Context: an optimization exercise on an open-source flow, tuned for small area, a short achievable clock period and few clock cycles per item. The choices shown serve that exercise and are no tape-out recipe. At most, simulation tests tie the RTL to the original design; equivalence was not proved. The RTL of runs 1 to 4 was laid out without a check of its function.

$ cat design.v
`timescale 1ns/1ps
module dsp_block_mapping #(
    parameter NUM_BANKS         = 8,
    parameter CACHE_LINES       = 16,
    parameter BLOCK_SIZE_BYTES  = 64,
    parameter ADDR_WIDTH        = 32,
    parameter BLOCK_ID_WIDTH    = 16
)(
    input  logic                         clk,
    input  logic                         rst_n,
    input  logic [1:0]                   map_mode,
    input  logic [47:0]                  sys_config,
    input  logic                         map_req_valid,
    input  logic [BLOCK_ID_WIDTH-1:0]    block_id,
    input  logic [ADDR_WIDTH-1:0]        base_addr,
    output logic                         map_ready,
    output logic [64:0]                  mapping_result,
    output logic                         map_result_valid,
    input  logic                         map_result_ready,
    output logic [31:0]                  bank_conflict_count,
    output logic [31:0]                  cache_miss_count
);
    localparam int DIV_ROWS = 4;               
    localparam int NGRP     = 16 / DIV_ROWS;   
    localparam int GW       = $clog2(NGRP);
    logic [15:0] bs;
    logic [2:0]  bank_mask;
    logic        blocked;
    assign bs        = sys_config[31:16];
    assign bank_mask = {sys_config[43], sys_config[43] | sys_config[42],
                        sys_config[43] | sys_config[42] | sys_config[41]};
    assign blocked   = (map_mode == 2'b01);
    logic vld_q, busy_q;
    logic req_hs, res_hs;
    assign map_ready = ~(vld_q | busy_q);
    assign req_hs    = map_req_valid & map_ready;
    assign res_hs    = vld_q & map_result_ready;
    logic [31:0] l0 [0:16];
    logic [31:0] l1 [0:11];
    logic [31:0] l2 [0:7];
    logic [31:0] l3 [0:5];
    logic [31:0] l4 [0:3];
    logic [31:0] l5 [0:2];
    logic [31:0] l6 [0:1];
    always_comb begin
        for (int i = 0; i < 16; i++) l0[i] = bs[i] ? ({16'd0, block_id} << i) : 32'd0;
        l0[16] = base_addr;
        for (int i = 0; i < 5; i++) begin l1[2*i] = l0[3*i] ^ l0[3*i+1] ^ l0[3*i+2]; l1[2*i+1] = ((l0[3*i] & l0[3*i+1]) | (l0[3*i] & l0[3*i+2]) | (l0[3*i+1] & l0[3*i+2])) << 1; end
        l1[10] = l0[15]; l1[11] = l0[16];
        for (int i = 0; i < 4; i++) begin l2[2*i] = l1[3*i] ^ l1[3*i+1] ^ l1[3*i+2]; l2[2*i+1] = ((l1[3*i] & l1[3*i+1]) | (l1[3*i] & l1[3*i+2]) | (l1[3*i+1] & l1[3*i+2])) << 1; end
        for (int i = 0; i < 2; i++) begin l3[2*i] = l2[3*i] ^ l2[3*i+1] ^ l2[3*i+2]; l3[2*i+1] = ((l2[3*i] & l2[3*i+1]) | (l2[3*i] & l2[3*i+2]) | (l2[3*i+1] & l2[3*i+2])) << 1; end
        l3[4] = l2[6]; l3[5] = l2[7];
        for (int i = 0; i < 2; i++) begin l4[2*i] = l3[3*i] ^ l3[3*i+1] ^ l3[3*i+2]; l4[2*i+1] = ((l3[3*i] & l3[3*i+1]) | (l3[3*i] & l3[3*i+2]) | (l3[3*i+1] & l3[3*i+2])) << 1; end
        l5[0] = l4[0] ^ l4[1] ^ l4[2]; l5[0+1] = ((l4[0] & l4[1]) | (l4[0] & l4[2]) | (l4[1] & l4[2])) << 1; l5[2] = l4[3];
        l6[0] = l5[0] ^ l5[1] ^ l5[2]; l6[0+1] = ((l5[0] & l5[1]) | (l5[0] & l5[2]) | (l5[1] & l5[2])) << 1;
    end
    logic [2:0] prod_lo;
    logic [3:0] line_d;
    assign prod_lo = block_id[2:0] * bs[2:0];
    assign line_d  = base_addr[3:0] + {prod_lo, 1'b0};
    logic [31:0] sum_q;
    logic [30:0] car_q;
    logic [15:0] id_q;
    logic [3:0]  line_q;
    logic [2:0]  bank_q;
    logic [GW-1:0] g0;
    logic [15:0]   r_init;
    always_comb begin
        g0     = '0;
        r_init = {4'd0, block_id[15:4]};
        for (int g = 1; g < NGRP; g++) begin
            if ((bs >> (16 - DIV_ROWS*g)) == 16'd0) begin
                g0     = GW'(g);
                r_init = block_id >> (DIV_ROWS*g + DIV_ROWS);
            end
        end
    end
    logic [15:0]   r_q;
    logic [GW-1:0] g_q;
    logic [15:0]   bs_q;
    logic [15:0]   r_row [0:DIV_ROWS];
    logic [DIV_ROWS-1:0] id_bits;
    logic [DIV_ROWS-1:0] q_bits;
    assign id_bits = id_q[DIV_ROWS*g_q +: DIV_ROWS];
    assign r_row[0] = r_q;
    genvar k;
    generate
        for (k = 0; k < DIV_ROWS; k++) begin : g_row
            logic [16:0] t, d;
            assign t = {r_row[k], id_bits[DIV_ROWS-1-k]};
            assign d = t - {1'b0, bs_q};
            assign q_bits[DIV_ROWS-1-k] = ~d[16];
            assign r_row[k+1] = d[16] ? t[15:0] : d[15:0];
        end
    endgenerate
    always_ff @(posedge clk or negedge rst_n) begin
        if (!rst_n) begin
            vld_q  <= 1'b0;
            busy_q <= 1'b0;
        end else begin
            if (req_hs) begin
                busy_q <= blocked;
                vld_q  <= ~blocked;
            end else if (busy_q) begin
                if (g_q == '0) begin
                    busy_q <= 1'b0;
                    vld_q  <= 1'b1;
                end
            end else if (res_hs) begin
                vld_q  <= 1'b0;
            end
        end
    end
    always_ff @(posedge clk) begin
        sum_q  <= l6[0];
        car_q  <= l6[1][31:1];
        id_q   <= block_id;
        line_q <= line_d;
        bs_q   <= bs;
        r_q    <= busy_q ? r_row[DIV_ROWS] : r_init;
        g_q    <= busy_q ? g_q - GW'(1) : g0;
        if (!blocked)
            bank_q <= block_id[2:0] & bank_mask;
        else if (busy_q && g_q == '0)
            bank_q <= q_bits[2:0] & bank_mask;
    end
    logic [31:0] addr;
    assign addr = sum_q + {car_q, 1'b0};
    assign mapping_result   = {id_q, 5'd0, bank_q, 4'd0, line_q, addr, vld_q};
    assign map_result_valid = vld_q;
    logic [2:0]  last_bank_q;
    logic        have_last_q;
    logic [15:0] seen_q;
    logic [4:0]  miss_q;
    logic [31:0] conf_q;
    always_ff @(posedge clk or negedge rst_n) begin
        if (!rst_n) begin
            last_bank_q <= '0;
            have_last_q <= 1'b0;
            seen_q      <= '0;
            miss_q      <= '0;
            conf_q      <= '0;
        end else if (res_hs) begin
            last_bank_q <= bank_q;
            have_last_q <= 1'b1;
            if (have_last_q && last_bank_q == bank_q)
                conf_q <= conf_q + 32'd1;
            if (!seen_q[line_q])
                miss_q <= miss_q + 5'd1;
            seen_q[line_q] <= 1'b1;
        end
    end
    assign bank_conflict_count = conf_q;
    assign cache_miss_count    = {27'd0, miss_q};
endmodule
$ cat run.sh
#!/bin/bash
# synth_recipe.tcl (not shown) runs the flow's synth.tcl, then flattens the netlist and writes it again
# the make line also repeats each setting of config.mk as NAME=value (left out here)
make -C /OpenROAD-flow-scripts/flow DESIGN_CONFIG=/design/flow/config.mk WORK_HOME=/design/flow/orfs CLKGATE_MAP_FILE= SYNTH_SCRIPT=/design/flow/synth_recipe.tcl finish
$ cat config.mk
export PLATFORM = sky130hd
export DESIGN_NAME = dsp_block_mapping
export DESIGN_NICKNAME = dsp_block_mapping
export VERILOG_FILES = /design/flow/design.v
export SDC_FILE = /design/flow/constraint.sdc
export NUM_CORES = 4
export LEC_CHECK = 0
export CAP_MARGIN = 20
export CORE_MARGIN = 2
export CORE_UTILIZATION = 40
export SLEW_MARGIN = 20
$ cat constraint.sdc
create_clock -name core_clock -period 55.0 [get_ports {clk}]
set_input_delay 11.0000 -clock core_clock [delete_from_list [all_inputs] [get_ports {clk}]]
set_output_delay 11.0000 -clock core_clock [all_outputs]
set_load 0.01 [all_outputs]
==> impl_metrics.json, run 1 <==
{
  "grt.overflow.total": 0,
  "holdWs_ns": 0.457,
  "holdCritPathClass": "reg -> reg",
  "fill_cells": 4484,
  "path_cells": "ha_1 -> inv_1 -> fa_1 -> nor2b_1 -> o21ai_0 -> a21boi_0 -> o21ai_0 -> a21oi_1 -> a21o_1 -> a21o_1 -> a21oi_1 -> a21oi_1 -> a21o_1 -> a21oi_1 -> xnor2_1 -> clkdlybuf4s50_1",
  "grt_use_total": 0.199,
  "cts_tree": "done",
  "yosys_warnings": 9,
  "die_area_um2": 49100,
  "synth_edf_count": 3,
  "endpoint_kind": "output pin",
  "clock_skew_ns": 0.0148,
  "maxSlewHeadroom": 0.317,
  "globalplace.congestion": 0.896,
  "grt_max_degree": 60,
  "hold_viol": 0,
  "syn2layout_area_growth_pct": 14.5,
  "final_common_cell": "inv_1",
  "drcViolationCount": 0,
  "numCtsBuffers": 17,
  "yosysTopAreaCellShare": 0.243,
  "clkTransAtPathRegs_ns": 0.07,
  "grt_pass1_wl_um": 77200,
  "max_freq_mhz": 64.6,
  "slowest_delay_ns": 0.59,
  "firstDrtPassIters": 25,
  "io_pins": 233,
  "ys_types": 76,
  "path_class": "reg -> out",
  "synth_top_cell_by_area": "fa_1",
  "post_cts_resized": 0,
  "finalMaxSlewViolations": 0,
  "rsz0062_at_grt": "no",
  "post-cts-setup-buffers": 0,
  "synthCells": 2029,
  "ys_ff_latch": 178,
  "drt-total-wl_um": 46500,
  "cts-root-buf": "clkbuf_16",
  "layout_common_cells": "318 x inv_1, 230 x fa_1, 212 x and2_1, 166 x clkdlybuf4s50_1, 162 x ha_1",
  "synth_flop_cell": "dfxtp_1",
  "setup_viol": 0,
  "status": "complete, no violations",
  "placeableCoreArea_um2": 46700,
  "crit_fanout": 3,
  "drt_iter0_drc": 678,
  "synth_area_um2": 18900,
  "postRouteAntennaNets": 0,
  "antenna_found_initial": 0,
  "cp_data_required_time_ns": 44.00,
  "dr_total_vias": 14203,
  "start_kind": "flip-flop",
  "cap_viol_max_count": 0,
  "async_flop_share": 0.331,
  "cp_common_cell": "a21oi_1",
  "initial_core_util": 0.406,
  "drt-wirelength-per-cell_um": 16.7,
  "clkSinkCount": 178,
  "arrival_ns": 4.48,
  "cts_hold_buf": 0,
  "grt_pass1_vias": 14835,
  "dp_hpwl_um": 36400,
  "syn_area_per_cell_um2": 9.33,
  "cp_slowest_cell": "clkdlybuf4s50_1",
  "rows": 79,
  "fin_setup_tns_ns": 0,
  "vias_per_cell": 5.09,
  "cts.path.max_buffers": 2,
  "die_y_um": 222,
  "period_minus_slack_ns": 15.48,
  "die_x_um": 222,
  "numPortBuffers": 167,
  "clkLatencyLatePin_ns": 0.49,
  "worst_pin_slew_ns": 1.02,
  "drive_gt1_frac": 0.0477,
  "synth_area_leaders": "fa_1 24%, dfxtp_1 12%, ha_1 11%, dfrtp_1 7.8%, and2_1 7.0%",
  "final_net_count": 2662,
  "finalCritPeriodShare": 0.281,
  "ys_seq_area_frac": 0.205,
  "htreeDepth": 4
}
## critical path: cells and delay by family (launching register included)
family,cells,cell delay [ns]
DFF,1,0.32
and+or+nand+nor,1,0.12
buffers and inverters,2,0.65
AOI/OAI and AO/OA,10,2.13
xor gates and xnor gates,1,0.19
adders and majority gates,2,0.57
## routing by layer
metal	up-vias	global-route usage	routed length (µm)
li1	6756	-	-
met1	7089	0.261	20700
met2	309	0.332	22400
met3	49	0.0378	2390
met4	0	0.0617	935
met5	-	0	0
## registers in the layout (all words and copies together) (netlist names)
register	count
conf_q	32
vld_q	1
bank_q	3
sum_q	32
r_q	16
last_bank_q	3
bs_q	16
seen_q	16
busy_q	1
line_q	4
id_q	16
miss_q	5
have_last_q	1
g_q	2
car_q	30
## path summary, 6_finish.rpt
path / slack, ns / to / cells past startpoint / from
min in group asynchronous: 10.65 / miss_q[0] / 2 / rst_n
setup / recovery: 39.52 / mapping_result[29] / 16 / sum_q[2]
max in group asynchronous: 43.85 / conf_q[17] / 2 / rst_n
setup reg to reg: 40.88 / r_q[0] / 47 / g_q[1]
hold / removal: 0.46 / seen_q[10] / 1 / seen_q[10]
hold reg to reg: 0.46 / seen_q[10] / 1 / seen_q[10]
## synth_stat cells, types with 8 or more instances
cell type	instances
nor2b_1	17
clkbuf_1	49
nand2_1	131
o21ai_0	59
a31oi_1	9
o211ai_1	8
nand3_1	26
ha_1	162
fa_1	230
nor3_1	17
nand2b_1	10
a221oi_1	12
inv_1	318
or3_1	8
xnor2_1	80
a211oi_1	8
o21bai_1	8
mux2i_1	19
a21o_1	37
and3_1	16
nor2_1	95
o21a_1	20
xor2_1	39
a21oi_1	84
buf_4	39
and2_1	212
dfxtp_1	116
dfrtp_1	59
mux2_2	29
## kinds of logic (layout without fill, tap and decap cells)
logic type                 Yosys count  count (layout)  synth area share
and+or+nand+nor                    566             566             0.156
buffers and inverters              413             530            0.0902
adders and majority gates          392             392             0.350
AOI/OAI and AO/OA                  304             304             0.106
DFF                                178             178             0.205
xor gates and xnor gates           120             120            0.0559
muxes                               55              55            0.0356
other                                1              37          0.000198
## area by class of cell
type,count,area (µm²),area share
multi-input cells,1473,13500,0.622
flip-flops and latches,178,3890,0.179
repair buffers,179,1760,0.0811
inverters,319,1200,0.0553
well taps,607,759,0.0350
clock buffers,17,425,0.0196
clock inverters,15,164,0.00756
diodes,1,2.50,0.000115
## metrics by stage
stage	std cells	utilization	instance area (µm²)	worst slack, ns
2_1_floorplan	2064	-	19100	40.12
3_3_place_gp	2756	0.452	21100	39.18
3_5_place_dp	2756	0.452	21100	39.11
4_1_cts	2788	0.464	21700	39.48
5_1_grt	2788	0.464	21700	39.15
6_report	2789	0.464	21700	39.52
==> run 2, diff against run 1 <==
--- a/design.v
+++ b/design.v
@@ -21,5 +21,5 @@
     output logic [31:0]                  cache_miss_count
 );
-    localparam int DIV_ROWS = 4;               
+    localparam int DIV_ROWS = 8;               
     localparam int NGRP     = 16 / DIV_ROWS;   
     localparam int GW       = $clog2(NGRP);
@@ -68,5 +68,5 @@
     always_comb begin
         g0     = '0;
-        r_init = {4'd0, block_id[15:4]};
+        r_init = block_id >> DIV_ROWS;
         for (int g = 1; g < NGRP; g++) begin
             if ((bs >> (16 - DIV_ROWS*g)) == 16'd0) begin
==> run 2 against run 1 <==
Net effect:
- core utilization down 0.77 points
- global-route usage up 0.94 points
- worst setup slack worse by 13 ns
- critical path depth up 89
- sequential share of layout area down 2.6 points
- cell area up 16%
- synthesized cell count up 23%
- clock skew down 0.0053 ns
- die area up 17%
- hold slack about the same
- critical endpoint is now r_q[0]
==> impl_metrics.json, run 2 <==
{
  "place_ws_ns": 26.99,
  "drt-total-wl_um": 57000,
  "syn_area_per_cell_um2": 8.92,
  "fin_cells": 3397,
  "cp_data_required_time_ns": 55.37,
  "rr_worst_depth": 105,
  "start_kind": "flip-flop",
  "die_x_um": 240,
  "cts.path.max_buffers": 2,
  "finalMaxSlewViolations": 0,
  "layout_common_cells": "347 x inv_1, 234 x fa_1, 225 x ha_1, 221 x and2_1, 188 x nand2_1",
  "min_to": "seen_q[10]",
  "die_area_um2": 57700,
  "grt_use_total": 0.208,
  "reg_top3": "conf_q: 32 flops, sum_q: 32 flops, car_q: 30 flops",
  "worst_pin_slew_ns": 0.956,
  "dr_total_vias": 17501,
  "worstHoldPathCells": 1,
  "synthAdderAreaFrac": 0.336,
  "ys_seq_area_frac": 0.173,
  "grt_pass1_vias": 18182,
  "final_common_cell": "inv_1",
  "synthCells": 2499,
  "yosysTopAreaCellShare": 0.210,
  "synth_area_um2": 22300,
  "rows": 86,
  "globalplace.congestion": 0.877,
  "cts_tree": "done",
  "cts_hold_buf": 0,
  "max_freq_mhz": 35.1,
  "yosys.area_share.xor_xnor": 0.0552,
  "drt_iter0_drc": 905,
  "drcViolationCount": 0,
  "fin_setup_tns_ns": 0,
  "die_y_um": 240,
  "path_class": "reg -> reg",
  "num_antenna_cells": 0,
  "yosys_warnings": 9,
  "finalCritPeriodShare": 0.518,
  "cap_viol_max_count": 0,
  "synthSimpleGateAreaFrac": 0.172,
  "numCtsBuffers": 17,
  "ys_ff_latch": 177,
  "crit_fanout": 21,
  "htreeDepth": 4,
  "postRouteAntennaNets": 0,
  "io_pins": 233,
  "vias_per_cell": 5.15,
  "hold_viol": 0,
  "setup_viol": 0,
  "final_net_count": 3197,
  "dp_cells": 3365,
  "muxShareOfSynthArea": 0.0450,
  "reg2reg_from": "bs_q[1]",
  "antenna_found_initial": 2,
  "placeableCoreArea_um2": 55100,
  "slowest_delay_ns": 0.71,
  "ys_types": 93,
  "status": "complete, no violations",
  "period_minus_slack_ns": 28.51,
  "grt_pass1_wl_um": 94800,
  "synth_top_cell_by_area": "fa_1",
  "synth_common_cells": "347 x inv_1, 234 x fa_1, 225 x ha_1",
  "cp_slowest_cell": "a21oi_2",
  "cts-root-buf": "clkbuf_16",
  "synth_edf_count": 3,
  "initial_core_util": 0.405,
  "r2r_setup_slack_ns": 26.49,
  "holdCritPathClass": "reg -> reg",
  "clkSinkCount": 177,
  "cp_common_cell": "o21ai_0",
  "fin_util": 0.457,
  "syn2layout_area_growth_pct": 12.8,
  "grt_max_degree": 60,
  "reg2reg_to": "r_q[0]",
  "synth_area_leaders": "fa_1 21%, ha_1 13%, dfxtp_1 10%, dfrtp_1 6.6%, and2_1 6.2%",
  "numPortBuffers": 167,
  "drive_gt1_frac": 0.0559,
  "endpoint_kind": "flip-flop",
  "clkLatencyLatePin_ns": 0.49,
  "rsz0062_at_grt": "no",
  "grt.overflow.total": 0,
  "clock_skew_ns": 0.00953,
  "synth_top_family_by_area": "adder cells",
  "post-cts-setup-buffers": 0,
  "arrival_ns": 28.88,
  "drt-wirelength-per-cell_um": 16.8,
  "dp_hpwl_um": 45900,
  "async_flop_share": 0.333,
  "synth_most_common_cell": "inv_1",
  "clkTransAtPathRegs_ns": 0.08,
  "hold_path.startpoint": "seen_q[10]",
  "fin_ws_ns": 26.49,
  "post_cts_resized": 0,
  "synth_flop_cell": "dfxtp_1",
  "maxSlewHeadroom": 0.361,
  "firstDrtPassIters": 6,
  "synth-compound-area-share": 0.135
}
run 2: changes by cell type after synthesis, moves of 10 or more:
cell      before  now
nand2_1      131  188
a21oi_1       84  101
o21ai_0       59  112
nor3_1        17   34
a21boi_0       5   28
nor3b_1        0   10
inv_1        318  347
nand3_1       26   42
nor2_1        95  125
mux2_2        29   60
ha_1         162  225
xnor2_1       80  102
run 2: metrics by stage:
| stage | hold slack, ns | cell area, µm² |
|---|---|---|
| 6_report | 0.457 | 25200 |
| 5_1_grt | 0.464 | 25200 |
| 4_1_cts | 0.458 | 25200 |
| 3_5_place_dp | 0.441 | 24600 |
| 3_3_place_gp | 0.433 | 24600 |
| 2_1_floorplan | 0.423 | 22400 |
run 2: per-layer routing:
layer | global-route usage | part of all wire
met2 | 0.360 | 0.49
met4 | 0.0627 | 0.022
met1 | 0.268 | 0.45
met3 | 0.0310 | 0.035
met5 | 0 | 0.00047
run 2: cell families after synthesis:
group / count (synthesis)
adders and majority gates: 459
other: 1
xor gates and xnor gates: 139
AOI/OAI and AO/OA: 451
DFF: 177
buffers and inverters: 445
and+or+nand+nor: 742
muxes: 85
run 2: critical path, delay by kind of cell, from the launching register on:
family	cells	cell delay (ns)
AO/OA/AOI/OAI	67	16.74
AND/OR/NAND/NOR	19	4.20
adder cells (fa/ha/maj)	8	3.33
multiplexers	5	1.74
buffers and inverters	6	1.59
flip-flops	1	0.68
run 2: area by class of cell:
cell class | count | area (µm²)
Inverter | 348 | 1310
Multi-Input combinational cell | 1912 | 16700
Fill cell | 5375 | 29900
Tap cell | 748 | 936
Sequential cell | 177 | 3870
Clock buffer | 17 | 425
Timing Repair Buffer | 180 | 1760
Clock inverter | 15 | 144
run 2: worst max-delay path by stage:
stage | endpoint | from | cells after the start
floorplan | bank_q[0] | bs_q[1] | 112
global placement | r_q[0] | bs_q[1] | 105
detailed placement | r_q[0] | bs_q[1] | 105
CTS | r_q[0] | bs_q[1] | 105
global route | r_q[0] | bs_q[1] | 105
finish | r_q[0] | bs_q[1] | 105
==> run 3, diff against run 2 <==
--- a/design.v
+++ b/design.v
@@ -21,5 +21,5 @@
     output logic [31:0]                  cache_miss_count
 );
-    localparam int DIV_ROWS = 8;               
+    localparam int DIV_ROWS = 4;               
     localparam int NGRP     = 16 / DIV_ROWS;   
     localparam int GW       = $clog2(NGRP);
==> flow/run.sh (new file) <==
#!/bin/bash
# Own layout flow: the standard ORFS flow (standard synthesis unchanged),
# with timing repair asked for extra setup slack at the design's clock period
# and plain buffers on the ports. Each tool's output goes to a log in this folder.
set -euo pipefail
export SETUP_SLACK_MARGIN=40
export BUFFER_PORTS_ARGS="-buffer_cell sky130_fd_sc_hd__buf_2"
bash standard.sh > standard_flow.log 2>&1
==> standard.sh (new file) <==
#!/bin/bash
# synth_recipe.tcl (not shown) runs the flow's synth.tcl, then flattens the netlist and writes it again
# the make line also repeats each setting of config.mk as NAME=value (left out here)
make -C /OpenROAD-flow-scripts/flow DESIGN_CONFIG=/design/flow/config.mk WORK_HOME=/design/flow/orfs CLKGATE_MAP_FILE= SYNTH_SCRIPT=/design/flow/synth_recipe.tcl "${@:-finish}"
removed: run.sh
==> run 3 against run 2 <==
Net effect:
- clock skew increased by 0.0049 ns
- sequential share of layout area grew 3.2 points
- core utilization shrank 0.72 points
- first-iteration DRC count rose by 0.77%
- register-to-register slack gained 15 ns
- worst setup slack gained 14 ns
- die area fell by 15%
- critical endpoint is now mapping_result[29]
- largest cell class unchanged
- highest routed layer unchanged
==> impl_metrics.json, run 3 <==
{
  "synth_area_um2": 19000,
  "endpoint_kind": "output pin",
  "path_cells": "ha_2 -> inv_1 -> fa_2 -> nor2b_2 -> o21ai_2 -> a21boi_2 -> o21ai_2 -> a21boi_2 -> o21ai_4 -> a211oi_4 -> o2111ai_2 -> a31oi_1 -> buf_4 -> nor2_2 -> o41ai_2 -> xnor2_1 -> buf_2",
  "rows": 79,
  "ys_ff_latch": 178,
  "syn_area_per_cell_um2": 9.42,
  "cts_tree": "done",
  "finalMaxSlewViolations": 0,
  "fin_cells": 2771,
  "holdWs_ns": 0.456,
  "clock_skew_ns": 0.0144,
  "drt-wirelength-per-cell_um": 17.1,
  "slowest_delay_ns": 0.37,
  "fill_cells": 4522,
  "drt-total-wl_um": 47500,
  "ys_types": 76,
  "num_antenna_cells": 0,
  "hold_viol": 0,
  "cp_data_required_time_ns": 44.00,
  "synthCells": 2012,
  "yosysTopAreaCellShare": 0.243,
  "grt_pass1_wl_um": 77600,
  "rsz0062_at_grt": "yes",
  "drcViolationCount": 0,
  "die_x_um": 222,
  "crit_fanout": 4,
  "reg_top3": "conf_q: 32 flops, sum_q: 32 flops, car_q: 30 flops",
  "grt_max_degree": 60,
  "htreeDepth": 4,
  "die_y_um": 222,
  "place_ws_ns": 39.90,
  "dr_total_vias": 14322,
  "synth_most_common_cell": "inv_1",
  "path_class": "reg -> out",
  "final_common_cell": "inv_1",
  "clkLatencyLatePin_ns": 0.45,
  "cts.path.max_buffers": 2,
  "final_net_count": 2645,
  "io_pins": 233,
  "layout_common_cells": "312 x inv_1, 229 x fa_1, 213 x and2_1, 167 x buf_2, 161 x ha_1",
  "syn2layout_area_growth_pct": 10.7,
  "worst_pin_slew_ns": 0.916,
  "fin_ws_ns": 40.14,
  "holdCritPathClass": "reg -> reg",
  "synth_common_cells": "312 x inv_1, 230 x fa_1, 213 x and2_1",
  "async_flop_share": 0.331,
  "placeableCoreArea_um2": 46700,
  "finalCritPeriodShare": 0.270,
  "arrival_ns": 3.86,
  "clkTransAtPathRegs_ns": 0.07,
  "synth_top_cell_by_area": "fa_1",
  "drive_gt1_frac": 0.136,
  "fin_setup_tns_ns": 0,
  "dp_hpwl_um": 37100,
  "drt_iter0_drc": 912,
  "grt.overflow.total": 0,
  "vias_per_cell": 5.17,
  "fin_util": 0.450,
  "max_freq_mhz": 67.3,
  "clkSinkCount": 178,
  "cp_slowest_cell": "o41ai_2",
  "setup_viol": 0,
  "die_area_um2": 49100,
  "status": "complete, no violations",
  "cts-root-buf": "clkbuf_16",
  "yosys_warnings": 9,
  "postRouteAntennaNets": 0,
  "start_kind": "flip-flop",
  "synth_flop_cell": "dfxtp_1",
  "grt_use_total": 0.198,
  "synth_area_leaders": "fa_1 24%, dfxtp_1 12%, ha_1 11%, dfrtp_1 7.8%, and2_1 7.0%",
  "firstDrtPassIters": 18,
  "numPortBuffers": 167,
  "synth_edf_count": 3,
  "initial_core_util": 0.406,
  "ys_seq_area_frac": 0.205,
  "period_minus_slack_ns": 14.86,
  "cap_viol_max_count": 0,
  "grt_pass1_vias": 14733,
  "antenna_found_initial": 2,
  "dp_cells": 2729,
  "maxSlewHeadroom": 0.372,
  "globalplace.congestion": 0.863,
  "numCtsBuffers": 17
}
[run 3: changes by cell type after synthesis, moves of 9 or more]
cell	change
a21boi_0	-22
a21oi_1	-27
ha_1	-63
inv_1	-35
mux2_2	-28
nand2_1	-64
nand3_1	-15
nor2_1	-42
nor2b_1	-9
nor3_1	-15
o21a_1	-12
o21ai_0	-55
xnor2_1	-24
[run 3: layout make-up]
| class | instances | area (µm²) | area share |
|---|---|---|---|
| clock buffers | 18 | 429 | 0.0205 |
| clock inverters | 14 | 149 | 0.00710 |
| inverters | 312 | 1170 | 0.0558 |
| multi-input cells | 1461 | 13600 | 0.650 |
| flip-flops and latches | 178 | 3890 | 0.185 |
| well taps | 607 | 759 | 0.0362 |
| repair buffers | 181 | 941 | 0.0449 |
[run 3: path summary, 6_finish.rpt]
kind	startpoint	to	slack [ns]	depth (start not counted)
setup / recovery	car_q[1]	mapping_result[29]	40.14	17
hold / removal	seen_q[2]	seen_q[2]	0.46	1
setup reg to reg	g_q[0]	r_q[8]	41.84	46
hold reg to reg	seen_q[2]	seen_q[2]	0.46	1
max in group asynchronous	rst_n	seen_q[13]	43.80	2
min in group asynchronous	rst_n	conf_q[19]	10.67	2
[run 3: timing repair]
action                     in CTS  in global routing
hold buffers                    0                  0
pin swaps                       4                 11
gates resized for setup        14                 16
setup buffers                   6                  4
setup endpoints to repair      10                 10
hold endpoints to repair        0                  0
cloned                          0                  0
[run 3: kinds of logic after synthesis]
logic type / synth area share
flip-flops: 0.205
AND/OR/NAND/NOR: 0.160
XOR/XNOR: 0.0545
buffers and inverters: 0.0893
adder cells (fa/ha/maj): 0.350
AO/OA/AOI/OAI: 0.104
multiplexers: 0.0366
other: 0.000198
[run 3: metal layers]
metal | vias up | track usage | part of all wire | wire [µm]
met5 | - | 0 | 0.00023 | 11
met2 | 355 | 0.334 | 0.49 | 23100
met3 | 43 | 0.0296 | 0.057 | 2700
li1 | 6731 | - | - | -
met1 | 7191 | 0.270 | 0.44 | 21000
met4 | 2 | 0.0432 | 0.015 | 718
[run 3: critical path, delay by kind of cell, from the launching register on]
family,cells,cell delay [ns]
compound gates,9,1.77
xor+xnor,1,0.19
fa+ha+maj,2,0.53
buf+inv,3,0.40
flops,1,0.33
simple gates,2,0.20
[run 3: metrics by stage]
step / cell area (µm²)
final: 21000
after global routing: 21000
after CTS: 20900
after global placement: 20200
after detailed placement: 20200
after floorplan: 19100
==> run 4, diff against run 3 <==
--- a/design.v
+++ b/design.v
@@ -64,4 +64,27 @@
     logic [3:0]  line_q;
     logic [2:0]  bank_q;
+    logic [15:0] bs_onehot_any, bs_onehot_many;
+    logic        bs_pow2;
+    logic [2:0]  q_pow2;
+    logic        q_small_ok, q_small;
+    logic        fast_ok;
+    logic [2:0]  fast_q;
+    always_comb begin
+        bs_onehot_any[0]  = bs[0];
+        bs_onehot_many[0] = 1'b0;
+        for (int i = 1; i < 16; i++) begin
+            bs_onehot_many[i] = bs_onehot_many[i-1] | (bs_onehot_any[i-1] & bs[i]);
+            bs_onehot_any[i]  = bs_onehot_any[i-1] | bs[i];
+        end
+        bs_pow2 = bs_onehot_any[15] & ~bs_onehot_many[15];
+        q_pow2 = '0;
+        for (int s = 0; s < 16; s++) begin
+            if (bs[s]) q_pow2 = q_pow2 | 3'((block_id >> s) & 16'd7);
+        end
+    end
+    assign q_small_ok = {1'b0, block_id[15:1]} < bs;    
+    assign q_small    = block_id >= bs;
+    assign fast_ok    = bs_pow2 | q_small_ok;
+    assign fast_q     = bs_pow2 ? q_pow2 : {2'b00, q_small};
     logic [GW-1:0] g0;
     logic [15:0]   r_init;
@@ -100,6 +123,6 @@
         end else begin
             if (req_hs) begin
-                busy_q <= blocked;
-                vld_q  <= ~blocked;
+                busy_q <= blocked & ~fast_ok;
+                vld_q  <= ~blocked | fast_ok;
             end else if (busy_q) begin
                 if (g_q == '0) begin
@@ -122,4 +145,6 @@
         if (!blocked)
             bank_q <= block_id[2:0] & bank_mask;
+        else if (!busy_q && fast_ok)
+            bank_q <= fast_q & bank_mask;
         else if (busy_q && g_q == '0)
             bank_q <= q_bits[2:0] & bank_mask;
==> run 4 against run 3 <==
Net effect:
- still clean
- area after synthesis increased by 6.3%
- via count increased by 7.9%
- final cell count increased by 7.8%
- clock skew decreased by 0.0086 ns
- hold slack got worse by 0.00091 ns
- first-iteration DRC count increased by 19%
- critical path depth increased by 9
- non-clock buffer count increased by 14
- critical endpoint is now mapping_result[7]
- largest cell class unchanged
- highest routed layer is now met4
==> impl_metrics.json, run 4 <==
{
  "synthCells": 2165,
  "synth_area_leaders": "fa_1 23%, ha_1 14%, dfxtp_1 12%, dfrtp_1 7.3%, inv_1 6.2%",
  "clkTransAtPathRegs_ns": 0.08,
  "initial_core_util": 0.403,
  "drt-wirelength-per-cell_um": 17.8,
  "synthSimpleGateAreaFrac": 0.146,
  "die_y_um": 228,
  "finalMaxSlewViolations": 0,
  "io_pins": 233,
  "worst_pin_slew_ns": 0.914,
  "final_common_cell": "inv_1",
  "ys_seq_area_frac": 0.193,
  "endpoint_kind": "output pin",
  "cts-root-buf": "clkbuf_16",
  "crit_fanout": 2,
  "yosys_warnings": 9,
  "syn_area_per_cell_um2": 9.31,
  "synth_top_family_by_area": "adder cells",
  "die_area_um2": 52200,
  "htreeDepth": 4,
  "max_freq_mhz": 67.0,
  "layout_common_cells": "333 x inv_1, 229 x fa_1, 220 x ha_1, 168 x and2_1, 167 x buf_2",
  "holdCritPathClass": "reg -> reg",
  "yosys.area_share.xor_xnor": 0.0552,
  "yosysTopAreaCellShare": 0.228,
  "rows": 82,
  "grt.overflow.total": 0,
  "postRouteAntennaNets": 0,
  "cap_viol_max_count": 0,
  "firstDrtPassIters": 6,
  "fin_cells": 2987,
  "grt_use_total": 0.210,
  "ys_ff_latch": 178,
  "fin_setup_tns_ns": 0,
  "cts_tree": "done",
  "antenna_found_initial": 1,
  "cts.path.max_buffers": 2,
  "numCtsBuffers": 17,
  "dr_total_vias": 15455,
  "globalplace.congestion": 0.847,
  "hold_viol": 0,
  "synth_flop_cell": "dfxtp_1",
  "maxSlewHeadroom": 0.386,
  "reg_top3": "conf_q: 32 flops, sum_q: 32 flops, car_q: 30 flops",
  "numPortBuffers": 167,
  "dp_hpwl_um": 40000,
  "grt_pass1_wl_um": 86200,
  "cp_data_required_time_ns": 44.00,
  "period_minus_slack_ns": 14.92,
  "clock_skew_ns": 0.00584,
  "muxShareOfSynthArea": 0.0330,
  "final_net_count": 2854,
  "placeableCoreArea_um2": 50000,
  "synth-compound-area-share": 0.114,
  "holdWs_ns": 0.455,
  "fin_ws_ns": 40.08,
  "r2r_setup_slack_ns": 41.80,
  "synth_most_common_cell": "inv_1",
  "synthAdderAreaFrac": 0.366,
  "setup_viol": 0,
  "drt-total-wl_um": 53100,
  "arrival_ns": 3.92,
  "clkLatencyLatePin_ns": 0.49,
  "synth_area_um2": 20200,
  "path_class": "reg -> out",
  "status": "complete, no violations",
  "cts_hold_buf": 0,
  "vias_per_cell": 5.17,
  "drive_gt1_frac": 0.132,
  "finalCritPeriodShare": 0.271,
  "ys_types": 87,
  "async_flop_share": 0.331,
  "synth_common_cells": "334 x inv_1, 230 x fa_1, 222 x ha_1",
  "dp_cells": 2932,
  "syn2layout_area_growth_pct": 10.5,
  "drcViolationCount": 0,
  "die_x_um": 228,
  "clkSinkCount": 178,
  "drt_iter0_drc": 1081,
  "synth_top_cell_by_area": "fa_1",
  "grt_max_degree": 60,
  "synth_edf_count": 3,
  "start_kind": "flip-flop",
  "rsz0062_at_grt": "yes",
  "place_ws_ns": 39.81,
  "grt_pass1_vias": 16216
}
[run 4: cell count changes in the layout (fill, tap and decap cells not counted), sizes merged, moves of 8 or more]
cell    previous run  this run
nand3             27        47
nor3              19        33
a22oi              5        13
nand2            124       157
a221oi            14         4
a21o              39        52
ha               162       222
buf              181       195
inv              318       341
and2             213       168
xnor2             79        91
[run 4: layout make-up]
class / count / area, µm²
diodes: 2 / 5.00
repair buffers: 195 / 1050
fillers: 4858 / 27700
multi-input cells: 1574 / 14600
flip-flops and latches: 178 / 3890
clock buffers: 18 / 439
inverters: 334 / 1250
well taps: 672 / 841
clock inverters: 14 / 166
[run 4: what timing repair did]
action	CTS	global route
setup endpoints to repair	4	4
endpoints found under the hold margin	0	0
setup buffers	20	1
pin swaps	7	7
resized for setup	10	16
[run 4: path summary, 6_finish.rpt]
check,cells past startpoint,end,start
max in group asynchronous,2,seen_q[3],rst_n
setup / recovery,26,mapping_result[7],car_q[1]
setup reg to reg,48,r_q[4],g_q[0]
min in group asynchronous,2,conf_q[26],rst_n
hold / removal,1,seen_q[10],seen_q[10]
hold reg to reg,1,seen_q[10],seen_q[10]
[run 4: kinds of logic (layout without fill, tap and decap cells)]
kind of cell | Yosys count | after routing
xor gates and xnor gates | 124 | 124
DFF | 178 | 178
buffers and inverters | 448 | 561
and+or+nand+nor | 576 | 576
muxes | 51 | 51
adders and majority gates | 452 | 452
other | 1 | 38
AOI/OAI and AO/OA | 335 | 335
[run 4: through the flow]
step | utilization | cell area, µm²
2_1_floorplan | - | 20300
3_3_place_gp | 0.428 | 21400
3_5_place_dp | 0.428 | 21400
4_1_cts | 0.444 | 22200
5_1_grt | 0.446 | 22300
6_report | 0.446 | 22300
[run 4: critical path, stage by stage, from the launching register on]
cell and delay, ns:
dfxtp_2 0.33, ha_4 0.16, inv_2 0.05, fa_2 0.21, nor2b_2 0.05, o21ai_2 0.17
a21boi_2 0.08, buf_4 0.13, buf_4 0.12, buf_4 0.12, buf_4 0.13, buf_4 0.13
buf_4 0.12, buf_4 0.12, buf_4 0.12, buf_4 0.12, buf_4 0.12, buf_4 0.12
buf_4 0.12, buf_4 0.12, buf_4 0.12, buf_4 0.12, buf_4 0.12, buf_4 0.12
buf_4 0.12, nor2_2 0.06, buf_2 0.12
[run 4: routing by layer]
layer  vias up  GRT usage  routed length (µm)
met1      7709      0.282               24000
met2       441      0.343               24900
met4         0     0.0625                1060
met5         -          0                   0
li1       7240          -                   -
met3        65     0.0430                3100
==> run 5, diff against run 4 <==
--- a/design.v
+++ b/design.v
@@ -23,5 +23,5 @@
     localparam int DIV_ROWS = 4;               
     localparam int NGRP     = 16 / DIV_ROWS;   
-    localparam int GW       = $clog2(NGRP);
+    localparam int GW       = (NGRP <= 2) ? 1 : (NGRP <= 4) ? 2 : (NGRP <= 8) ? 3 : 4;
     logic [15:0] bs;
     logic [2:0]  bank_mask;
--- a/flow/run.sh
+++ b/flow/run.sh
@@ -4,5 +4,5 @@
 # and plain buffers on the ports. Each tool's output goes to a log in this folder.
 set -euo pipefail
-export SETUP_SLACK_MARGIN=40
+export SETUP_SLACK_MARGIN=42
 export BUFFER_PORTS_ARGS="-buffer_cell sky130_fd_sc_hd__buf_2"
 bash standard.sh > standard_flow.log 2>&1
==> run 5 against run 4 <==
Net effect:
- still clean
- global-route usage grew 1.9 points
- critical path depth shrank 10
- wire length grew 13%
- count of clock-buffer cells in the layout is the same
- highest routed layer is now met5
==> impl_metrics.json, run 5 <==
{
  "yosysTopAreaCellShare": 0.228,
  "globalplace.congestion": 0.871,
  "die_area_um2": 52200,
  "hold_viol": 0,
  "initial_core_util": 0.403,
  "io_pins": 233,
  "synthCells": 2165,
  "fin_setup_tns_ns": 0,
  "maxSlewHeadroom": 0.424,
  "crit_family": "compound AO/OA/AOI/OAI gates",
  "ys_seq_area_frac": 0.193,
  "numCtsBuffers": 17,
  "clkSinkCount": 178,
  "fill_cells": 4449,
  "crit_fanout": 2,
  "final_common_cell": "inv_1",
  "worst-path-buf-inv": 2,
  "synth_area_um2": 20200,
  "async_flop_share": 0.331,
  "cts_hold_buf": 0,
  "cts-root-buf": "clkbuf_16",
  "path_class": "reg -> out",
  "reg_top3": "conf_q: 32 flops, sum_q: 32 flops, car_q: 30 flops",
  "synth_area_leaders": "fa_1 23%, ha_1 14%, dfxtp_1 12%, dfrtp_1 7.3%, inv_1 6.2%",
  "dr_wl_met3_um": 4530,
  "final_net_count": 2952,
  "firstDrtPassIters": 6,
  "rows": 82,
  "fin_ws_ns": 40.38,
  "grt_use_total": 0.229,
  "drt_iter0_drc": 1139,
  "num_antenna_cells": 0,
  "dp_cells": 2931,
  "cap_viol_max_count": 0,
  "postRouteAntennaNets": 0,
  "status": "complete, no violations",
  "clkTransAtPathRegs_ns": 0.08,
  "finalMaxSlewViolations": 0,
  "grt_max_degree": 60,
  "synth_common_cells": "334 x inv_1, 230 x fa_1, 222 x ha_1",
  "synth_top_cell_by_area": "fa_1",
  "die_x_um": 228,
  "cts.path.max_buffers": 2,
  "finalCritPeriodShare": 0.266,
  "placeableCoreArea_um2": 50000,
  "clkLatencyLatePin_ns": 0.50,
  "cp_slowest_cell": "dfxtp_2",
  "die_y_um": 228,
  "wl_met2_um": 29100,
  "endpoint_kind": "output pin",
  "worst_pin_slew_ns": 0.863,
  "cp_data_required_time_ns": 44.00,
  "path_cells": "ha_4 -> inv_2 -> fa_2 -> nor2b_2 -> o21ai_2 -> a21boi_2 -> o21a_1 -> o21ai_2 -> a211oi_4 -> o221ai_4 -> a21oi_4 -> a211oi_4 -> o31ai_4 -> a21oi_2 -> xnor2_1 -> buf_2",
  "holdCritPathClass": "reg -> reg",
  "muxShareOfSynthArea": 0.0330,
  "arrival_ns": 3.62,
  "syn_area_per_cell_um2": 9.31,
  "dr_total_vias": 16315,
  "drive_gt1_frac": 0.312,
  "start_kind": "flip-flop",
  "drcViolationCount": 0,
  "grt_pass1_wl_um": 92800,
  "synth_edf_count": 3,
  "numPortBuffers": 167,
  "ys_ff_latch": 178,
  "layout_common_cells": "262 x inv_1, 168 x fa_1, 168 x ha_1, 148 x nand2_1, 136 x buf_2",
  "synthAdderAreaFrac": 0.366,
  "routed.top_layer": "met5",
  "drt-total-wl_um": 59900,
  "syn2layout_area_growth_pct": 29.0,
  "yosys.area_share.xor_xnor": 0.0552,
  "ys_types": 87,
  "yosys_warnings": 9,
  "antenna_found_initial": 3,
  "grt.overflow.total": 0,
  "htreeDepth": 4,
  "fin_cells": 3083,
  "clock_skew_ns": 0.0154,
  "synth-compound-area-share": 0.114,
  "rsz0062_at_grt": "yes",
  "synth_top_family_by_area": "adder cells",
  "drt-wirelength-per-cell_um": 19.4,
  "setup_viol": 0,
  "vias_per_cell": 5.29,
  "synth_flop_cell": "dfxtp_1",
  "period_minus_slack_ns": 14.62,
  "slowest_delay_ns": 0.34,
  "drt-met1-wl_um": 25400,
  "synthSimpleGateAreaFrac": 0.146,
  "cts_tree": "done",
  "synth_most_common_cell": "inv_1",
  "dp_hpwl_um": 39600,
  "grt_pass1_vias": 16704,
  "max_freq_mhz": 68.4,
  "place_ws_ns": 40.01
}
==> run 5: cell types whose count changed in the layout (fill, tap and decap cells not counted), sizes merged, moves of 2 or more <==
cell      before  now
clkinvlp       1    3
bufbuf         0    4
buf          195  284
clkbuf        18   23
diode          2    0
==> run 5: what timing repair did <==
item	4_1_cts	5_1_grt
buffers inserted	45	41
pin swaps	181	144
cloned	29	5
resized for setup	343	163
setup endpoints to repair	89	109
==> run 5: cell families after synthesis <==
group                    after synthesis
flip-flops                           178
other                                  1
AND/OR/NAND/NOR                      576
XOR/XNOR                             124
buffers and inverters                448
adder cells (fa/ha/maj)              452
AO/OA/AOI/OAI                        335
multiplexers                          51
==> run 5: path summary, 6_finish.rpt <==
check | endpoint | start | slack, ns | depth (start not counted)
max | mapping_result[31] | car_q[1] | 40.38 | 16
min | seen_q[6] | seen_q[6] | 0.46 | 1
max reg2reg | bank_q[0] | g_q[0] | 42.71 | 48
min reg2reg | seen_q[6] | seen_q[6] | 0.46 | 1
max in group asynchronous | seen_q[8] | rst_n | 43.85 | 2
min in group asynchronous | miss_q[2] | rst_n | 10.65 | 2
==> run 5: final cells by class <==
type                    count  area, µm²  share of cell area
inverters                 334       1260              0.0485
flip-flops and latches    178       3900               0.150
clock inverters            14        185             0.00712
multi-input cells        1574      16100               0.619
repair buffers            293       3300               0.127
well taps                 672        841              0.0323
clock buffers              18        429              0.0165
==> run 5: routing by layer <==
metal  vias to the layer above  track usage
met2                       536        0.382
met1                      8203        0.304
met3                        78       0.0513
li1                       7494            -
met5                         -            0
met4                         4       0.0502
==> run 5: metrics by stage <==
| stage | utilization | instance area (µm²) | hold WS, ns |
|---|---|---|---|
| 2_1_floorplan | - | 21300 | 0.423 |
| 5_1_grt | 0.520 | 26000 | 0.485 |
| 6_report | 0.520 | 26000 | 0.457 |
| 3_5_place_dp | 0.438 | 21900 | 0.438 |
| 4_1_cts | 0.500 | 25000 | 0.458 |
| 3_3_place_gp | 0.438 | 21900 | 0.434 |
==> run 5: worst register-to-register path, delay by kind of cell, from the launching register on <==
kind | cells | cell delay, ns
AO/OA/AOI/OAI | 24 | 5.64
XOR/XNOR | 2 | 0.42
adder cells (fa/ha/maj) | 5 | 1.70
buffers and inverters | 5 | 0.85
flip-flops | 1 | 0.41
multiplexers | 3 | 1.19
AND/OR/NAND/NOR | 9 | 1.92
Testbench counts of run 5, summed over its fixed seeds: cycles 25,619, items 12,000.
==> run 6, diff against run 5 <==
--- a/flow/run.sh
+++ b/flow/run.sh
@@ -4,5 +4,5 @@
 # and plain buffers on the ports. Each tool's output goes to a log in this folder.
 set -euo pipefail
-export SETUP_SLACK_MARGIN=42
+export SETUP_SLACK_MARGIN=40
 export BUFFER_PORTS_ARGS="-buffer_cell sky130_fd_sc_hd__buf_2"
 bash standard.sh > standard_flow.log 2>&1
==> run 6 against run 5 <==
Net effect:
- via count fell by 5.3%
- count of clock-buffer cells in the layout did not move
- global-route usage fell by 1.9 points
- final cell count fell by 3.1%
- hold slack got worse by 0.0023 ns
- sequential share of layout area rose by 2.5 points
- area after synthesis did not move
- critical endpoint is now mapping_result[7]
- critical path type unchanged
- clock skew fell by 0.0095 ns
- synthesized cell count did not move
- still clean on timing, DRC and antenna
==> impl_metrics.json, run 6 <==
{
  "place_area_um2": 21400,
  "drt-total-wl_um": 53100,
  "dp_hpwl_um": 40000,
  "vias_per_cell": 5.17,
  "cts_hold_buf": 0,
  "rsz0062_at_grt": "yes",
  "fill_cells": 4858,
  "clkLatencyLatePin_ns": 0.49,
  "dr_wl_met3_um": 3100,
  "synth_top_cell_by_area": "fa_1",
  "crit_fanout": 2,
  "ys_types": 87,
  "ys_seq_area_frac": 0.193,
  "synthCells": 2165,
  "cap_viol_max_count": 0,
  "clock_skew_ns": 0.00584,
  "drcViolationCount": 0,
  "setup_viol": 0,
  "hold_viol": 0,
  "fin_setup_tns_ns": 0,
  "synth_area_um2": 20200,
  "synth_most_common_cell": "inv_1",
  "numCtsBuffers": 17,
  "maxSlewHeadroom": 0.386,
  "reg_top3": "conf_q: 32 flops, sum_q: 32 flops, car_q: 30 flops",
  "reg2reg_from": "g_q[0]",
  "grt_pass1_wl_um": 86200,
  "max_freq_mhz": 67.0,
  "grt_max_degree": 60,
  "path_class": "reg -> out",
  "firstDrtPassIters": 6,
  "wl_met2_um": 24900,
  "cts.path.max_buffers": 2,
  "dr_total_vias": 15455,
  "drt-met1-wl_um": 24000,
  "die_x_um": 228,
  "grt_pass1_vias": 16216,
  "synth_area_leaders": "fa_1 23%, ha_1 14%, dfxtp_1 12%, dfrtp_1 7.3%, inv_1 6.2%",
  "placeableCoreArea_um2": 50000,
  "drive_gt1_frac": 0.132,
  "grt_use_total": 0.210,
  "final_net_count": 2854,
  "layout_common_cells": "333 x inv_1, 229 x fa_1, 220 x ha_1, 168 x and2_1, 167 x buf_2",
  "final_common_cell": "inv_1",
  "postRouteAntennaNets": 0,
  "htreeDepth": 4,
  "clkTransAtPathRegs_ns": 0.08,
  "reg2reg_to": "r_q[4]",
  "routed.top_layer": "met4",
  "period_minus_slack_ns": 14.92,
  "rr_worst_depth": 48,
  "drt_iter0_drc": 1081,
  "yosysTopAreaCellShare": 0.228,
  "final_area_um2": 22300,
  "arrival_ns": 3.92,
  "r2r_setup_slack_ns": 41.80,
  "place_ws_ns": 39.81,
  "hold_path.startpoint": "seen_q[10]",
  "endpoint_kind": "output pin",
  "cts_tree": "done",
  "die_area_um2": 52200,
  "drt-wirelength-per-cell_um": 17.8,
  "syn2layout_area_growth_pct": 10.5,
  "ys_ff_latch": 178,
  "numPortBuffers": 167,
  "globalplace.congestion": 0.847,
  "cp_data_required_time_ns": 44.00,
  "fin_cells": 2987,
  "status": "complete, no violations",
  "holdCritPathClass": "reg -> reg",
  "grt.overflow.total": 0,
  "worstHoldPathCells": 1,
  "yosys_warnings": 9,
  "synth_common_cells": "334 x inv_1, 230 x fa_1, 222 x ha_1",
  "min_to": "seen_q[10]",
  "finalCritPeriodShare": 0.271,
  "async_flop_share": 0.331,
  "synth_edf_count": 3,
  "finalMaxSlewViolations": 0,
  "cts-root-buf": "clkbuf_16",
  "fin_ws_ns": 40.08,
  "rows": 82,
  "synth_flop_cell": "dfxtp_1",
  "start_kind": "flip-flop",
  "io_pins": 233,
  "dp_cells": 2932,
  "syn_area_per_cell_um2": 9.31,
  "antenna_found_initial": 1,
  "die_y_um": 228,
  "worst_pin_slew_ns": 0.914,
  "initial_core_util": 0.403,
  "clkSinkCount": 178
}
## run 6: cell counts after synthesis
No cell type changed its count.
## run 6: worst max path at each step
stage | start | to | slack [ns] | depth (start not counted)
after floorplan | sys_config[19] | sum_q[17] | 40.14 | 12
after global placement | sys_config[26] | sum_q[21] | 39.83 | 12
after detailed placement | sys_config[26] | sum_q[20] | 39.81 | 12
after CTS | sum_q[2] | mapping_result[7] | 39.98 | 26
after global routing | car_q[1] | mapping_result[7] | 39.93 | 26
final | car_q[1] | mapping_result[7] | 40.08 | 26
## run 6: per-layer routing
layer | global-route usage | up-vias
li1 | - | 7240
met1 | 0.282 | 7709
met2 | 0.343 | 441
met3 | 0.0430 | 65
met4 | 0.0625 | 0
met5 | 0 | -
## run 6: stage by stage
step | hold WS [ns] | util
after floorplan | 0.423 | -
after global routing | 0.476 | 0.446
after CTS | 0.457 | 0.444
after global placement | 0.434 | 0.428
after detailed placement | 0.439 | 0.428
final | 0.455 | 0.446
## run 6: cells by family (layout without fill, tap and decap cells)
logic type,after synthesis,after routing,synth area share
buffers and inverters,448,561,0.0928
other,1,38,0.000186
multiplexers,51,51,0.0330
AND/OR/NAND/NOR,576,576,0.146
AO/OA/AOI/OAI,335,335,0.114
flip-flops,178,178,0.193
adder cells (fa/ha/maj),452,452,0.366
XOR/XNOR,124,124,0.0552
## run 6: cell type report
cell class              instances  area [µm²]  share of cell area
flip-flops and latches        178        3890               0.175
well taps                     672         841              0.0378
multi-input cells            1574       14600               0.657
clock inverters                14         166             0.00747
inverters                     334        1250              0.0563
repair buffers                195        1050              0.0472
clock buffers                  18         439              0.0197
diodes                          2        5.00            0.000225
## run 6: critical path: stages, from the launching register on
cell and delay [ns]:
dfxtp_2 0.33, ha_4 0.16, inv_2 0.05, fa_2 0.21, nor2b_2 0.05, o21ai_2 0.17, a21boi_2 0.08, buf_4 0.13
buf_4 0.12, buf_4 0.12, buf_4 0.13, buf_4 0.13, buf_4 0.12, buf_4 0.12, buf_4 0.12, buf_4 0.12
buf_4 0.12, buf_4 0.12, buf_4 0.12, buf_4 0.12, buf_4 0.12, buf_4 0.12, buf_4 0.12, buf_4 0.12
buf_4 0.12, nor2_2 0.06, buf_2 0.12
## run 6: what timing repair did
action,CTS,global route
buffers inserted,20,1
pin swaps,7,7
gates cloned,0,0
resized for setup,10,16
endpoints found under the hold margin,0,0
endpoints found under the setup margin,4,4
==> run 7, diff against run 6 <==
--- a/config.mk
+++ b/config.mk
@@ -8,4 +8,4 @@
 export CAP_MARGIN = 20
 export CORE_MARGIN = 2
-export CORE_UTILIZATION = 40
+export CORE_UTILIZATION = 65
 export SLEW_MARGIN = 20
==> run 7 against run 6 <==
Net effect:
- sequential cell count is the same
- final cell count shrank 9.8%
- core utilization grew 27 points
- wire length shrank 9.9%
- critical path type unchanged
- hold slack gained 0.0021 ns
==> impl_metrics.json, run 7 <==
{
  "final_area_um2": 21800,
  "place_ws_ns": 39.91,
  "rsz0062_at_grt": "no",
  "worst_pin_slew_ns": 1.04,
  "rr_worst_depth": 48,
  "cts_tree": "done",
  "fin_ws_ns": 40.30,
  "fin_setup_tns_ns": 0,
  "yosys_warnings": 9,
  "dr_total_vias": 15346,
  "worstHoldPathCells": 1,
  "cts-root-buf": "clkbuf_16",
  "grt_pass1_wl_um": 81000,
  "synth_area_um2": 20200,
  "synthCells": 2165,
  "final_common_cell": "inv_1",
  "numPortBuffers": 167,
  "finalCritPeriodShare": 0.267,
  "drt-wirelength-per-cell_um": 17.8,
  "fin_util": 0.712,
  "grt_max_degree": 60,
  "ys_ff_latch": 178,
  "max_freq_mhz": 68.0,
  "status": "complete, no violations",
  "clkLatencyLatePin_ns": 0.46,
  "place_area_um2": 21000,
  "grt.overflow.total": 0,
  "holdCritPathClass": "reg -> reg",
  "globalplace.congestion": 0.866,
  "synth_common_cells": "334 x inv_1, 230 x fa_1, 222 x ha_1",
  "die_y_um": 180,
  "drive_gt1_frac": 0.121,
  "holdWs_ns": 0.457,
  "synth_flop_cell": "dfxtp_1",
  "grt_pass1_vias": 15860,
  "reg_top3": "conf_q: 32 flops, sum_q: 32 flops, car_q: 30 flops",
  "endpoint_kind": "output pin",
  "vias_per_cell": 5.70,
  "syn2layout_area_growth_pct": 8.11,
  "dp_hpwl_um": 36800,
  "clkTransAtPathRegs_ns": 0.08,
  "layout_common_cells": "334 x inv_1, 230 x fa_1, 222 x ha_1, 168 x and2_1, 167 x buf_2",
  "postRouteAntennaNets": 0,
  "async_flop_share": 0.331,
  "grt_use_total": 0.310,
  "cts.path.max_buffers": 2,
  "path_class": "reg -> out",
  "firstDrtPassIters": 7,
  "yosysTopAreaCellShare": 0.228,
  "period_minus_slack_ns": 14.70,
  "clock_skew_ns": 0.0109,
  "ys_seq_area_frac": 0.193,
  "crit_fanout": 3,
  "synth_top_cell_by_area": "fa_1",
  "cp_data_required_time_ns": 44.00,
  "drt-total-wl_um": 47900,
  "arrival_ns": 3.70,
  "synth_most_common_cell": "inv_1",
  "synth_area_leaders": "fa_1 23%, ha_1 14%, dfxtp_1 12%, dfrtp_1 7.3%, inv_1 6.2%",
  "setup_viol": 0,
  "io_pins": 233,
  "synth_edf_count": 3,
  "die_x_um": 180,
  "placeableCoreArea_um2": 30600,
  "antenna_found_initial": 1,
  "final_net_count": 2838,
  "finalMaxSlewViolations": 0,
  "start_kind": "flip-flop",
  "htreeDepth": 4,
  "rows": 64,
  "clkSinkCount": 178,
  "syn_area_per_cell_um2": 9.31,
  "initial_core_util": 0.659,
  "cap_viol_max_count": 0,
  "drcViolationCount": 0,
  "drt_iter0_drc": 853,
  "die_area_um2": 32400,
  "maxSlewHeadroom": 0.300,
  "hold_viol": 0,
  "ys_types": 87,
  "numCtsBuffers": 17
}
## run 7: cell counts after synthesis
No cell type changed its count.
## run 7: kinds of logic (layout without fill, tap and decap cells)
logic type | count (synthesis) | after routing | synth area share
xor gates and xnor gates | 124 | 124 | 0.0552
AOI/OAI and AO/OA | 335 | 335 | 0.114
adders and majority gates | 452 | 452 | 0.366
and+or+nand+nor | 576 | 576 | 0.146
other | 1 | 37 | 0.000186
buffers and inverters | 448 | 545 | 0.0928
DFF | 178 | 178 | 0.193
muxes | 51 | 51 | 0.0330
## run 7: worst paths after layout
check	slack (ns)	to	from
worst max-delay path	40.30	mapping_result[32]	sum_q[3]
worst max register to register	41.87	r_q[5]	g_q[0]
worst min-delay path	0.46	seen_q[15]	seen_q[15]
worst min register to register	0.46	seen_q[15]	seen_q[15]
max in group asynchronous	43.83	seen_q[10]	rst_n
min in group asynchronous	10.67	conf_q[27]	rst_n
## run 7: per-stage QoR
stage                     std cells
after detailed placement       2655
after CTS                      2688
final                          2694
after floorplan                2200
after global routing           2694
after global placement         2655
## run 7: final cells by class
cell class              count  area (µm²)
fillers                  2400        8800
inverters                 334        1250
multi-input cells        1574       14600
clock inverters            15         190
clock buffers              17         425
flip-flops and latches    178        3890
repair buffers            179         926
well taps                 396         495
diodes                      1        2.50
## run 7: per-layer routing
| layer | vias up | track usage | wire [µm] |
|---|---|---|---|
| li1 | 7221 | - | - |
| met1 | 7592 | 0.422 | 21000 |
| met2 | 463 | 0.527 | 23600 |
| met3 | 70 | 0.0439 | 2360 |
| met4 | 0 | 0.0777 | 949 |
| met5 | - | 0 | 0 |
## run 7: timing repair
action                                  CTS  global route
pin swaps                                 2             8
endpoints found under the setup margin    4             6
gates cloned                              0             0
gates resized for setup                   5            12
setup buffers                             1             5
hold buffers                              0             0
## run 7: critical path: stages (launching register included)
cell and delay, ns:
dfxtp_1 0.33, ha_1 0.27, a21o_1 0.10, a21oi_1 0.09, o21ai_1 0.19, a21oi_2 0.10, o21bai_1 0.26, a31o_2 0.26
o41a_1 0.25, nor2_1 0.08, a211o_1 0.35, o311a_4 0.42, a21oi_1 0.24, xnor2_1 0.14, buf_2 0.14
==> run 8, diff against run 7 <==
==> flow/run.sh (replaced) <==
#!/bin/bash
# Own layout flow: the standard ORFS flow with three changes:
#  - synthesis runs without the generic ABC pass inside Yosys's synth command
#    (SYNTH_ARGS=-noabc), so full adders are extracted from the design's own
#    XOR/majority structure; the registers are the standard synthesis's;
#  - timing repair aims for extra setup slack at the design's clock period;
#  - the ports get plain buffers.
# Each tool's output goes to a log in this folder (ORFS's per-step logs stay
# under orfs/logs).
set -euo pipefail
export SYNTH_ARGS=-noabc
export SETUP_SLACK_MARGIN=40
export BUFFER_PORTS_ARGS="-buffer_cell sky130_fd_sc_hd__buf_2"
bash standard.sh > standard_flow.log 2>&1
==> run 8 against run 7 <==
Net effect:
- hold slack improved by 0.0013 ns
- count of clock-buffer cells in the layout is the same
- critical path type unchanged
- cell area is 4.2% lower
- die area is 4.6% lower
- still clean on timing, DRC and antenna
- area after synthesis fell by 4.7%
- synthesized cell count decreased by 11%
- core utilization increased by 1.1 points
==> impl_metrics.json, run 8 <==
{
  "fill_cells": 2169,
  "die_area_um2": 30900,
  "arrival_ns": 3.89,
  "start_kind": "flip-flop",
  "dp_hpwl_um": 37000,
  "drt-total-wl_um": 47700,
  "io_pins": 233,
  "final_common_cell": "fa_1",
  "slowest_delay_ns": 0.39,
  "holdCritPathClass": "reg -> reg",
  "cp_common_cell": "a21o_1",
  "async_flop_share": 0.331,
  "worst_pin_slew_ns": 0.949,
  "endpoint_kind": "output pin",
  "synth_flop_cell": "dfxtp_1",
  "cp_data_required_time_ns": 44.00,
  "synth_common_cells": "230 x fa_1, 227 x and2_1, 199 x ha_1",
  "final_net_count": 2596,
  "cts-root-buf": "clkbuf_16",
  "yosys_warnings": 9,
  "crit_family": "compound AO/OA/AOI/OAI gates",
  "grt_pass1_wl_um": 79200,
  "die_x_um": 176,
  "finalCritPeriodShare": 0.271,
  "cts_hold_buf": 0,
  "worst-path-buf-inv": 1,
  "setup_viol": 0,
  "crit_fanout": 3,
  "antenna_found_initial": 1,
  "drt-wirelength-per-cell_um": 19.4,
  "grt.overflow.total": 0,
  "path_class": "reg -> out",
  "htreeDepth": 4,
  "finalMaxSlewViolations": 0,
  "layout_common_cells": "229 x fa_1, 227 x and2_1, 198 x ha_1, 167 x buf_2, 124 x nor2_1",
  "status": "complete, no violations",
  "synth_top_cell_by_area": "fa_1",
  "rows": 62,
  "cts.path.max_buffers": 2,
  "placeableCoreArea_um2": 28900,
  "grt_max_degree": 60,
  "die_y_um": 176,
  "grt_use_total": 0.324
}
==> run 8: metal layers <==
layer  vias up  global-route usage  routed length (µm)
met1      7290               0.424               20000
met3       104              0.0394                2230
met2       474               0.557               23800
li1       6842                   -                   -
met4         0               0.119                1690
met5         -                   0                   0
==> run 8: cells by family (layout without fill, tap and decap cells) <==
logic type / after synthesis / count (layout) / synth area share
other: 1 / 38 / 0.000195
AO/OA/AOI/OAI: 352 / 352 / 0.124
multiplexers: 37 / 37 / 0.0259
XOR/XNOR: 127 / 127 / 0.0579
buffers and inverters: 171 / 277 / 0.0428
AND/OR/NAND/NOR: 641 / 641 / 0.176
adder cells (fa/ha/maj): 430 / 430 / 0.370
flip-flops: 178 / 178 / 0.203
==> run 8: final timing paths <==
path / from / end / cells after the start
setup / recovery: sum_q[2] / mapping_result[29] / 15
setup reg to reg: g_q[0] / r_q[1] / 42
hold reg to reg: seen_q[6] / seen_q[6] / 1
max in group asynchronous: rst_n / seen_q[6] / 2
min in group asynchronous: rst_n / conf_q[5] / 2
hold / removal: seen_q[6] / seen_q[6] / 1
==> run 8: area by class of cell <==
class	count	area, µm²	share of cell area
sequential	178	3890	0.186
antenna	2	5.00	0.000240
tap	384	480	0.0230
inverter	70	263	0.0126
multi-input combinational	1623	14700	0.704
timing repair buffer	175	896	0.0429
clock inverter	15	213	0.0102
clock buffer	17	425	0.0204
==> run 8: what timing repair did <==
item,in CTS,in global routing
resized for setup,5,13
endpoints found under the setup margin,4,5
cloned,0,0
pin swaps,8,4
setup buffers,1,4
hold endpoints to repair,0,0
==> run 8: metrics by stage <==
stage                     setup WS (ns)  cell area (µm²)  std cells   util
after detailed placement          39.97            20100       2425  0.697
final                             40.11            20900       2464  0.724
after floorplan                   40.34            19300       1972      -
after global routing              39.93            20900       2463  0.724
after CTS                         40.03            20800       2458  0.720
after global placement            39.97            20100       2425  0.697

## re-timing with driven ports
In the flow no input, the clock included, has a driving cell. The finished layouts below were timed again as built, in two steps. Step 1: set_driving_cell puts a clkbuf_16 on clk and a buf_2 on each other input, an assumption about the parent block. Step 2 also shifts input and output timing later by t, the mid clock arrival at the registers, as if the neighbouring blocks saw the same clock. Three values: ideal ports, drivers, drivers and shift; two values: the first two.
| run | t, ns | setup WS [ns] | latest minus earliest clock arrival (ns) |
|---|---|---|---|
| run 1 | 0.546 | 39.521 / 39.463 / 39.058 | 0.015 / 0.015 |
| run 2 | 0.540 | 26.489 / 26.489 / 26.489 | 0.013 / 0.013 |
| run 3 | 0.499 | 40.138 / 40.085 / 39.938 | 0.015 / 0.014 |
| run 4 | 0.544 | 40.083 / 40.028 / 39.837 | 0.011 / 0.011 |
| run 5 | 0.546 | 40.383 / 40.328 / 40.147 | 0.021 / 0.021 |
| run 6 | 0.544 | 40.083 / 40.028 / 39.837 | 0.011 / 0.011 |
| run 7 | 0.512 | 40.300 / 40.246 / 39.885 | 0.013 / 0.014 |
| run 8 | 0.493 | 40.106 / 40.051 / 39.937 | 0.018 / 0.019 |
After both steps setup and hold are still met in every run listed. For run 1, which loses most, drivers alone change the setup slack by -0.058 ns; drivers and shift together by -0.463 ns.
